Background: an optimization exercise with open tools, aiming at small area and a short achievable clock period. Do not read the settings as production practice.
Function was checked by simulation only, so behaviour that the tests miss may differ from the original.

Design dlfloat16_fpu, start of the top module:
module dlfloat16_fpu (
  input             clk,
  input             rst_n,
  input      [3:0]  op,
  input      [2:0]  rm,
  input      [31:0] op1,
  input      [15:0] op2,
  input      [15:0] op3,
  output     [31:0] result,
  output            invalid,
  output            inexact,
  output            overflow,
  output            underflow,
  output            div_by_zero
);
Size: roughly 2900 cells after synthesis, ~110 I/O pins.
==> flow/config.mk <==
export PLATFORM = sky130hd
export DESIGN_NAME = dlfloat16_fpu
export DESIGN_NICKNAME = dlfloat16_fpu
export VERILOG_FILES = /design/flow/design.v
export SDC_FILE = /design/flow/constraint.sdc
export NUM_CORES = 4
export LEC_CHECK = 0
export CAP_MARGIN = 20
export CORE_MARGIN = 2
export CORE_UTILIZATION = 60
export SLEW_MARGIN = 20
==> flow/constraint.sdc <==
create_clock -name core_clock -period 200.0 [get_ports {clk}]
set_input_delay 40.0000 -clock core_clock [delete_from_list [all_inputs] [get_ports {clk}]]
set_output_delay 40.0000 -clock core_clock [all_outputs]
set_load 0.01 [all_outputs]
standard.sh (not shown) runs the stock make flow with config.mk's settings and CLKGATE_MAP_FILE= SYNTH_SCRIPT=/design/flow/synth_recipe.tcl, a recipe that flattens the netlist after the stock synthesis.
==> flow/flow/run.sh <==
#!/bin/bash
# Own flow: the standard layout (standard.sh, all steps) with these changes:
#  - synthesis keeps the large units (SYNTH_HIERARCHICAL 1, SYNTH_MINIMUM_KEEP_SIZE 1000)
#    until ABC has mapped them, then flattens as synth_recipe.tcl does;
#  - ABC maps the divider (module fp_div, the critical path) with flow/fast.abc (delay
#    target 22 ns) and every
#    other module with flow/area.abc, an area-oriented script, instead of ORFS's script;
#  - no full-adder extraction before ABC (ADDER_MAP_FILE empty), so ABC maps the adders;
#  - port buffers are sky130_fd_sc_hd__buf_1 (BUFFER_PORTS_ARGS) instead of the default.
# Registers, floorplan, placement, CTS and routing are the standard flow's own.
set -euo pipefail
W="$(cd "$(dirname "${BASH_SOURCE[0]}")/.." && pwd)"
cd "$W"
{
  head -n 1 synth_recipe.tcl
  cat <<TCL
proc abc {args} {
  set i [lsearch \$args -script]
  set fast \$args
  lset fast [expr {\$i + 1}] {$W/flow/fast.abc}
  set area \$args
  lset area [expr {\$i + 1}] {$W/flow/area.abc}
  yosys tee -o {$W/abc_modules.log} ls
  if {[catch { yosys abc {*}\$fast fp_div } err]} { puts "abc fp_div: \$err" }
  foreach m {dlfloat16_fpu fpu_comb fp_sqrt sq_core fp_mul fp_add fp_i2f fp_round fp_sign fp_cmp fp_f2i} {
    if {[catch { yosys abc {*}\$area \$m } err]} { puts "abc \$m: \$err" }
  }
}
TCL
  tail -n +2 synth_recipe.tcl
} > own_synth.tcl
sed -e "s#SYNTH_SCRIPT=[^ ]*#SYNTH_SCRIPT=$W/own_synth.tcl SYNTH_HIERARCHICAL=1 SYNTH_MINIMUM_KEEP_SIZE=1000 ADDER_MAP_FILE= BUFFER_PORTS_ARGS='-buffer_cell sky130_fd_sc_hd__buf_1'#" standard.sh > own_standard.sh
grep -q "SYNTH_SCRIPT=$W/own_synth.tcl" own_standard.sh
bash own_standard.sh > own_flow.log 2>&1
==> flow/flow/area.abc <==
strash
&get -n
&deepsyn -T 20
&put
dch -f
amap
topo
stime -c
dnsize -c
==> flow/flow/fast.abc <==
strash
&get -n
&deepsyn -T 20
&put
dch -f
map -D 22000
topo
stime -c
dnsize -c
Then changed:
--- a/flow/flow/run.sh
+++ b/flow/flow/run.sh
@@ -6 +6 @@
-#    target 22 ns) and every
+#    target 24 ns) and every
==> flow/flow/fast.abc (replaced) <==
strash
&get -n
&deepsyn -T 20
&put
dch -f
map -D 24000
topo
stime -c
dnsize -c
The changed run completed with no timing, DRC or antenna violations.
Via count went down by 2.8%.
Count of clock-buffer cells in the layout does not change.
Clock skew went down by 0.0058 ns.
Routed wire length went down by 4.2%.
Core utilization went down by 0.50 points.
Register-to-register slack is worse by 0.62 ns.

---

the baseline:
dlfloat16_fpu, a different RTL version from the one above (not shown whole).
For scale: roughly 110 I/O pins, roughly 17000 um^2 of cells after synthesis.
export LEC_CHECK = 0
export CAP_MARGIN = 20
export CORE_MARGIN = 2
export CORE_UTILIZATION = 60
export SLEW_MARGIN = 20
create_clock -name core_clock -period 200.0 [get_ports {clk}]
==> flow/flow/run.sh <==
#!/bin/bash
# Own flow: the standard layout (standard.sh, all steps) with these changes:
#  - synthesis keeps the large units (SYNTH_HIERARCHICAL 1, SYNTH_MINIMUM_KEEP_SIZE 1000)
#    until ABC has mapped them, then flattens as synth_recipe.tcl does;
#  - ABC maps the divider (module fp_div, the critical path) with flow/fast.abc and every
#    other module with flow/area.abc, an area-oriented script, instead of ORFS's script;
#  - no full-adder extraction before ABC (ADDER_MAP_FILE empty), so ABC maps the adders;
#  - port buffers are sky130_fd_sc_hd__buf_1 (BUFFER_PORTS_ARGS) instead of the default.
# Registers, floorplan, placement, CTS and routing are the standard flow's own.
set -euo pipefail
W="$(cd "$(dirname "${BASH_SOURCE[0]}")/.." && pwd)"
cd "$W"
{
  head -n 1 synth_recipe.tcl
  cat <<TCL
proc abc {args} {
  set i [lsearch \$args -script]
  set fast \$args
  lset fast [expr {\$i + 1}] {$W/flow/fast.abc}
  set area \$args
  lset area [expr {\$i + 1}] {$W/flow/area.abc}
  yosys tee -o {$W/abc_modules.log} ls
  if {[catch { yosys abc {*}\$fast fp_div } err]} { puts "abc fp_div: \$err" }
  foreach m {dlfloat16_fpu fp_sqrt sq_core fp_mul fp_add fp_i2f fp_round fp_sign fp_cmp fp_f2i} {
    if {[catch { yosys abc {*}\$area \$m } err]} { puts "abc \$m: \$err" }
  }
}
TCL
  tail -n +2 synth_recipe.tcl
} > own_synth.tcl
sed -e "s#SYNTH_SCRIPT=[^ ]*#SYNTH_SCRIPT=$W/own_synth.tcl SYNTH_HIERARCHICAL=1 SYNTH_MINIMUM_KEEP_SIZE=1000 ADDER_MAP_FILE= BUFFER_PORTS_ARGS='-buffer_cell sky130_fd_sc_hd__buf_1'#" standard.sh > own_standard.sh
grep -q "SYNTH_SCRIPT=$W/own_synth.tcl" own_standard.sh
bash own_standard.sh > own_flow.log 2>&1
==> flow/flow/fast.abc <==
strash
ifraig
scorr
dc2
strash
dch -f
map -a
topo
stime -c
dnsize -c
Scripts as last shown in full above: flow/flow/area.abc
Every stage of the flow completed for the baseline, and the final layout passed the timing, design-rule and antenna checks.
What the candidate does differently from the baseline at the input level:
==> flow/flow/run.sh <==
#!/bin/bash
# Own flow: the standard layout (standard.sh, all steps), with one change in synthesis:
# ABC maps the logic with flow/area.abc, an area-oriented script, instead of ORFS's script.
# Everything else (Yosys passes, flattening, renaming, registers, floorplan to routing) is
# the standard flow's own.
set -euo pipefail
W="$(cd "$(dirname "${BASH_SOURCE[0]}")/.." && pwd)"
cd "$W"
{
  head -n 1 synth_recipe.tcl
  echo "proc abc {args} { set i [lsearch \$args -script]; lset args [expr {\$i + 1}] {$W/flow/area.abc}; yosys abc {*}\$args }"
  tail -n +2 synth_recipe.tcl
} > own_synth.tcl
sed "s#SYNTH_SCRIPT=[^ ]*#SYNTH_SCRIPT=$W/own_synth.tcl#" standard.sh > own_standard.sh
grep -q "SYNTH_SCRIPT=$W/own_synth.tcl" own_standard.sh
bash own_standard.sh > own_flow.log 2>&1
==> flow/flow/area.abc <==
strash
ifraig
scorr
dc2
strash
dch -f
map -a
topo
stime -c
dnsize -c
removed: flow/flow/fast.abc
## What came out
- Of the two values seen for highest signal layer in the routed design, met4 was produced by the candidate and met5 by the baseline.
- result[30] as the capture point of the critical path was reported by the candidate, and r_lo[12]$_SDFF_PN0_ by the baseline.
- For the post-layout utilization of the core, the candidate came in 2.7 points higher than the baseline did.
- The run with more setup slack is the candidate; the baseline has less.
- There was hardly any difference in number of buffers added to fix hold violations after cts between the baseline and the candidate.
- Run comparison: the candidate startpoint-to-endpoint class of the critical path reg -> out; the baseline startpoint-to-endpoint class of the critical path in -> reg

## port drivers added, routing unchanged
The flow's constraints put no driver on any port. The routed layouts listed below were extracted and timed again, unchanged, in two steps.
Step 1 (the two cells are an assumption about what drives the block):
set clk [get_ports {clk}]
set_driving_cell -lib_cell sky130_fd_sc_hd__clkbuf_16 $clk
set_driving_cell -lib_cell sky130_fd_sc_hd__buf_2 [delete_from_list [all_inputs] $clk]
Step 2 times the ports against the registers' clock, not the clock port: input delays grow and output delays shrink by t, the midpoint of the rising clock arrivals with the driver on.
a / b / c = no drivers / after step 1 / after step 2; a / b = the first two.
| run | t (ns) | setup WS [ns] | latest minus earliest clock arrival (ns) |
|---|---|---|---|
| the first run of note 1 | 0.407 | 158.893 / 158.842 / 158.709 | 0.024 / 0.024 |
| the second run of note 1 | 0.412 | 158.794 / 158.820 / 158.408 | 0.019 / 0.018 |
| the baseline | 0.426 | 158.049 / 158.074 / 157.648 | 0.016 / 0.016 |
| the candidate | 0.422 | 158.425 / 158.381 / 158.152 | 0.022 / 0.022 |
After both steps every run listed still meets setup and hold. The setup slack of the baseline, which loses most, moves by +0.025 ns with the drivers and by -0.401 ns with both steps.
